What follows belongs to an exercise in optimizing a design on an open flow for small area; a production flow would make more cautious choices.
In this exercise RTL edits were held to simulation tests only and were not proved equivalent to the original.
The clock input has no modelled driver; a real chip could not lean on it and would need a root buffer or a full tree.
Power figures rest on the tool's default switching activity, not on a simulated workload.

==> module adcSGM58600Ctrler, before the edit <==
module adcSGM58600Ctrler
#(
  parameter STATUS = 8'b0000_0100,
  parameter MUX    = 8'b0001_0000,
  parameter ADCON  = 8'b0000_0001,
  parameter DRATE  = 8'b1111_0000
)(
  output reg  [23 : 0]  adc_dout_24b,
  output reg            adc_dout_24b_valid,
  output wire         adc_cs_n,
  output wire         adc_sclk,
  output reg          adc_din,
  input  wire         adc_dout,
  input  wire         adc_drdy_n,
  output wire         adc_sync_n,
  output wire         adc_rst_n,
  input  wire         clk,
  input  wire         rstn
);
reg adc_drdy_n_r1;
always @(posedge clk)
  adc_drdy_n_r1 <= adc_drdy_n;
wire adc_drdy_n_nedge = ~adc_drdy_n &  adc_drdy_n_r1;
wire adc_drdy_n_pedge =  adc_drdy_n & ~adc_drdy_n_r1;
assign adc_cs_n   = 1'b0;
assign adc_sync_n = 1'b1;
assign adc_rst_n  = rstn;
localparam [1:0] IDLE = 2'd1, WRITE_REG = 2'd3, SEND_CMD = 2'd2, READ = 2'd0;
reg [1:0] state;
reg [5:0] cnt;
wire s_wreg = (state == WRITE_REG);
wire s_cmd  = (state == SEND_CMD);
wire s_read = (state == READ);
reg [1:0] ph;
assign adc_sclk = ph[1];
wire adc_sclk_pedge    =  ph[1] &  ph[0];
wire adc_sclk_pedge_r1 =  ph[1] & ~ph[0];
wire wreg_bit = (cnt[5] & cnt[4] & ~cnt[3] & ~cnt[2])
  | (cnt[5] & ~cnt[3] & cnt[2] & ~cnt[1] & ~cnt[0])
  | (~cnt[5] & ~cnt[3] & cnt[2] & cnt[1] & cnt[0])
  | (cnt[4] & cnt[3] & cnt[2] & cnt[1] & ~cnt[0])
  | (~cnt[5] & ~cnt[4] & cnt[2] & ~cnt[1] & ~cnt[0])
  | (~cnt[5] & ~cnt[4] & ~cnt[2] & cnt[1] & ~cnt[0])
  | (~cnt[5] & cnt[4] & cnt[3] & ~cnt[2] & ~cnt[1] & ~cnt[0]);
wire write_reg_finish = (cnt[5] & cnt[4] & cnt[3]);
wire rdatac_cmd_finish = (~cnt[4])
  | (~cnt[5])
  | (~cnt[3]);
wire rdatac_din = (~cnt[4])
  | (~cnt[5])
  | (~cnt[3])
  | (cnt[2] & cnt[1] & cnt[0]);
wire rdatac_wait_finish = (cnt[5] & cnt[4] & ~cnt[3] & cnt[1]);
reg adc_sclk_en;
always @(*) begin
  case (state)
    WRITE_REG: adc_sclk_en = ~write_reg_finish;
    SEND_CMD:  adc_sclk_en = ~adc_drdy_n & ~rdatac_cmd_finish;
    READ:      adc_sclk_en = ~adc_drdy_n;
    default:   adc_sclk_en = 1'b0;
  endcase
end
always @(posedge clk) begin
  ph[0] <= adc_sclk_en & ~ph[1];
  ph[1] <= ph[0] & (adc_sclk_en | ph[1]);
end
wire wreg_done = s_wreg & adc_drdy_n_nedge & write_reg_finish;
wire cnt_inc   = adc_sclk_pedge | (s_cmd & rdatac_cmd_finish);
wire cnt_keep = rstn & (s_wreg | s_cmd);    
wire [5:0] cnt_next = cnt + cnt_inc;
always @(posedge clk)
  cnt <= ({6{cnt_keep}} & cnt_next) | (~{6{cnt_keep}} & 6'd8);
always @(posedge clk) begin
  if (~rstn)
    state <= IDLE;
  else
    case (state)
      IDLE:      if (adc_drdy_n_nedge)   state <= WRITE_REG;
      WRITE_REG: if (wreg_done)          state <= SEND_CMD;
      SEND_CMD:  if (rdatac_wait_finish) state <= READ;
      default: ;
    endcase
end
always @(*) begin
  case (state)
    WRITE_REG: adc_din = wreg_bit;
    SEND_CMD:  adc_din = rdatac_din;    
    default:   adc_din = 1'b0;
  endcase
end
wire tmp_shift = s_read &  adc_sclk_pedge_r1;
wire tmp_hold  = s_read & ~adc_sclk_pedge_r1;    
wire word_done = s_read & adc_drdy_n_pedge;
wire out_load  = rstn &  word_done;
wire out_hold  = rstn & ~word_done;               
reg [23:0] adc_dout_24b_temp;
always @(posedge clk)
  adc_dout_24b_temp <= ({24{tmp_shift}} & {adc_dout_24b_temp[22:0], adc_dout})
                     | ({24{tmp_hold}}  & adc_dout_24b_temp);
always @(posedge clk)
  adc_dout_24b <= ({24{out_load}} & adc_dout_24b_temp)
                | ({24{out_hold}} & adc_dout_24b);
always @(posedge clk)
  adc_dout_24b_valid <= word_done;
endmodule
Settings: LEC_CHECK=0, ABC_AREA=1, CAP_MARGIN=0, CORE_MARGIN=2, CORE_UTILIZATION=40, SLEW_MARGIN=0; clock period 10.0 ns.
standard.sh (not shown) runs the stock make flow with config.mk's settings and CLKGATE_MAP_FILE= SYNTH_SCRIPT=/design/flow/synth_recipe.tcl, a recipe that flattens the netlist after the stock synthesis.
==> flow/flow/run.sh <==
#!/bin/bash
# Standard ORFS layout with these changes:
#  - synthesis maps logic with an area-oriented ABC script (synth.tcl, area.abc);
#  - port buffers use the smallest buffer, sky130_fd_sc_hd__buf_1;
#  - CTS is a one-level tree: the clock port drives a few buffers, each
#    driving a group of nearby registers (cts_pre.tcl, clock_buffers.tcl).
set -euo pipefail
here=$(pwd)
export MY_ABC_SCRIPT=$here/flow/area.abc
export MY_CLK_BUF=${MY_CLK_BUF:-sky130_fd_sc_hd__clkbuf_8}
export MY_CLK_GROUPS=${MY_CLK_GROUPS:-4}
bash standard.sh \
  SYNTH_SCRIPT=$here/flow/synth.tcl \
  "BUFFER_PORTS_ARGS=-buffer_cell sky130_fd_sc_hd__buf_1" \
  PRE_CTS_TCL=$here/flow/cts_pre.tcl \
  finish > standard.log 2>&1
Other scripts of this flow, unchanged in this note and not shown: flow/flow/area.abc, flow/flow/clock_buffers.tcl, flow/flow/cts_pre.tcl, flow/flow/synth.tcl
==> next run, changes <==
--- a/flow/design.v
+++ b/flow/design.v
@@ -27,7 +27,7 @@
 assign adc_sync_n = 1'b1;
 assign adc_rst_n  = rstn;
-localparam [1:0] IDLE = 2'd1, WRITE_REG = 2'd3, SEND_CMD = 2'd2, READ = 2'd0;
+localparam [1:0] IDLE = 2'd0, WRITE_REG = 2'd2, SEND_CMD = 2'd3, READ = 2'd1;
 reg [1:0] state;
-reg [5:0] cnt;
+wire s_idle = (state == IDLE);
 wire s_wreg = (state == WRITE_REG);
 wire s_cmd  = (state == SEND_CMD);
@@ -37,20 +37,19 @@
 wire adc_sclk_pedge    =  ph[1] &  ph[0];
 wire adc_sclk_pedge_r1 =  ph[1] & ~ph[0];
-wire wreg_bit = (cnt[5] & cnt[4] & ~cnt[3] & ~cnt[2])
-  | (cnt[5] & ~cnt[3] & cnt[2] & ~cnt[1] & ~cnt[0])
-  | (~cnt[5] & ~cnt[3] & cnt[2] & cnt[1] & cnt[0])
-  | (cnt[4] & cnt[3] & cnt[2] & cnt[1] & ~cnt[0])
-  | (~cnt[5] & ~cnt[4] & cnt[2] & ~cnt[1] & ~cnt[0])
-  | (~cnt[5] & ~cnt[4] & ~cnt[2] & cnt[1] & ~cnt[0])
-  | (~cnt[5] & cnt[4] & cnt[3] & ~cnt[2] & ~cnt[1] & ~cnt[0]);
-wire write_reg_finish = (cnt[5] & cnt[4] & cnt[3]);
-wire rdatac_cmd_finish = (~cnt[4])
-  | (~cnt[5])
-  | (~cnt[3]);
-wire rdatac_din = (~cnt[4])
-  | (~cnt[5])
-  | (~cnt[3])
-  | (cnt[2] & cnt[1] & cnt[0]);
-wire rdatac_wait_finish = (cnt[5] & cnt[4] & ~cnt[3] & cnt[1]);
+reg  [23:0] adc_dout_24b_temp;
+wire [23:0] cnt = adc_dout_24b_temp;
+wire wreg_bit = (cnt[14] & ~cnt[9] & ~cnt[4])
+  | (~cnt[4] & ~cnt[2] & cnt[1])
+  | (~cnt[16] & cnt[14] & cnt[1])
+  | (~cnt[9] & ~cnt[4] & cnt[3])
+  | (cnt[13] & ~cnt[8] & cnt[7]);
+wire write_reg_finish = (~cnt[10] & cnt[7] & ~cnt[0]);
+wire rdatac_cmd_finish = (cnt[7])
+  | (cnt[12])
+  | (cnt[17]);
+wire rdatac_din = (cnt[6])
+  | (cnt[11])
+  | (cnt[16]);
+wire rdatac_wait_finish = (cnt[13] & ~cnt[8] & cnt[7] & ~cnt[0]);
 reg adc_sclk_en;
 always @(*) begin
@@ -67,9 +66,4 @@
 end
 wire wreg_done = s_wreg & adc_drdy_n_nedge & write_reg_finish;
-wire cnt_inc   = adc_sclk_pedge | (s_cmd & rdatac_cmd_finish);
-wire cnt_keep = rstn & (s_wreg | s_cmd);    
-wire [5:0] cnt_next = cnt + cnt_inc;
-always @(posedge clk)
-  cnt <= ({6{cnt_keep}} & cnt_next) | (~{6{cnt_keep}} & 6'd8);
 always @(posedge clk) begin
   if (~rstn)
@@ -90,12 +84,16 @@
   endcase
 end
-wire tmp_shift = s_read &  adc_sclk_pedge_r1;
-wire tmp_hold  = s_read & ~adc_sclk_pedge_r1;    
+wire cnt_step  = s_wreg ? adc_sclk_pedge
+               : (adc_sclk_pedge | rdatac_cmd_finish);           
+wire tmp_shift = s_read ?  adc_sclk_pedge_r1
+               : ((s_wreg & ~wreg_done) | (s_cmd & ~rdatac_wait_finish)) & cnt_step;
+wire tmp_hold  = s_read ? ~adc_sclk_pedge_r1
+               : ((s_wreg & ~wreg_done) | (s_cmd & ~rdatac_wait_finish)) & ~cnt_step;
+wire tmp_in    = s_read ? adc_dout : ~(cnt[19] ^ cnt[14]);
 wire word_done = s_read & adc_drdy_n_pedge;
 wire out_load  = rstn &  word_done;
 wire out_hold  = rstn & ~word_done;               
-reg [23:0] adc_dout_24b_temp;
 always @(posedge clk)
-  adc_dout_24b_temp <= ({24{tmp_shift}} & {adc_dout_24b_temp[22:0], adc_dout})
+  adc_dout_24b_temp <= ({24{tmp_shift}} & {adc_dout_24b_temp[22:0], tmp_in})
                      | ({24{tmp_hold}}  & adc_dout_24b_temp);
 always @(posedge clk)
What happened:
- design area is lower by about 10%
- via count falls by 11%
- critical path depth stays the same
- setup slack gains 0.083 ns
- routed wire length drops by 7.7%
- global-route usage rises by 0.48 points
- combinational power rises to 3.4 times its value
- maximum frequency goes up by about 2%
- clock power is lower by 5.9%
In every run of this note, the design's own scripts or RTL, not TritonCTS, make the clock network.

[afterwards: timing with drivers on the ports]
In the flow no input, the clock included, has a driving cell. The finished layouts below were timed again as built, in two steps. Step 1 (the two cells are an assumption about what drives the block):
set clk [get_ports {clk}]
set_driving_cell -lib_cell sky130_fd_sc_hd__clkbuf_16 $clk
set_driving_cell -lib_cell sky130_fd_sc_hd__buf_2 [delete_from_list [all_inputs] $clk]
Step 2, shift: input delay + t, output delay - t, t = (earliest + latest rising clock arrival at the registers) / 2. This alone moves slack from input paths to output paths. a / b / c = ideal / step 1 / step 2; a / b = the first two.
run | t, ns | setup slack, ns | clock arrival spread, ns
the first run | 0.203 | 5.594 / 5.570 / 5.570 | 0.030 / 0.030
the second run | 0.194 | 5.677 / 5.657 / 5.657 | 0.020 / 0.020
After both steps setup and hold are still met in every run listed. The setup slack of the first run, which loses most, moves by -0.024 ns with the drivers and by -0.024 ns with both steps.
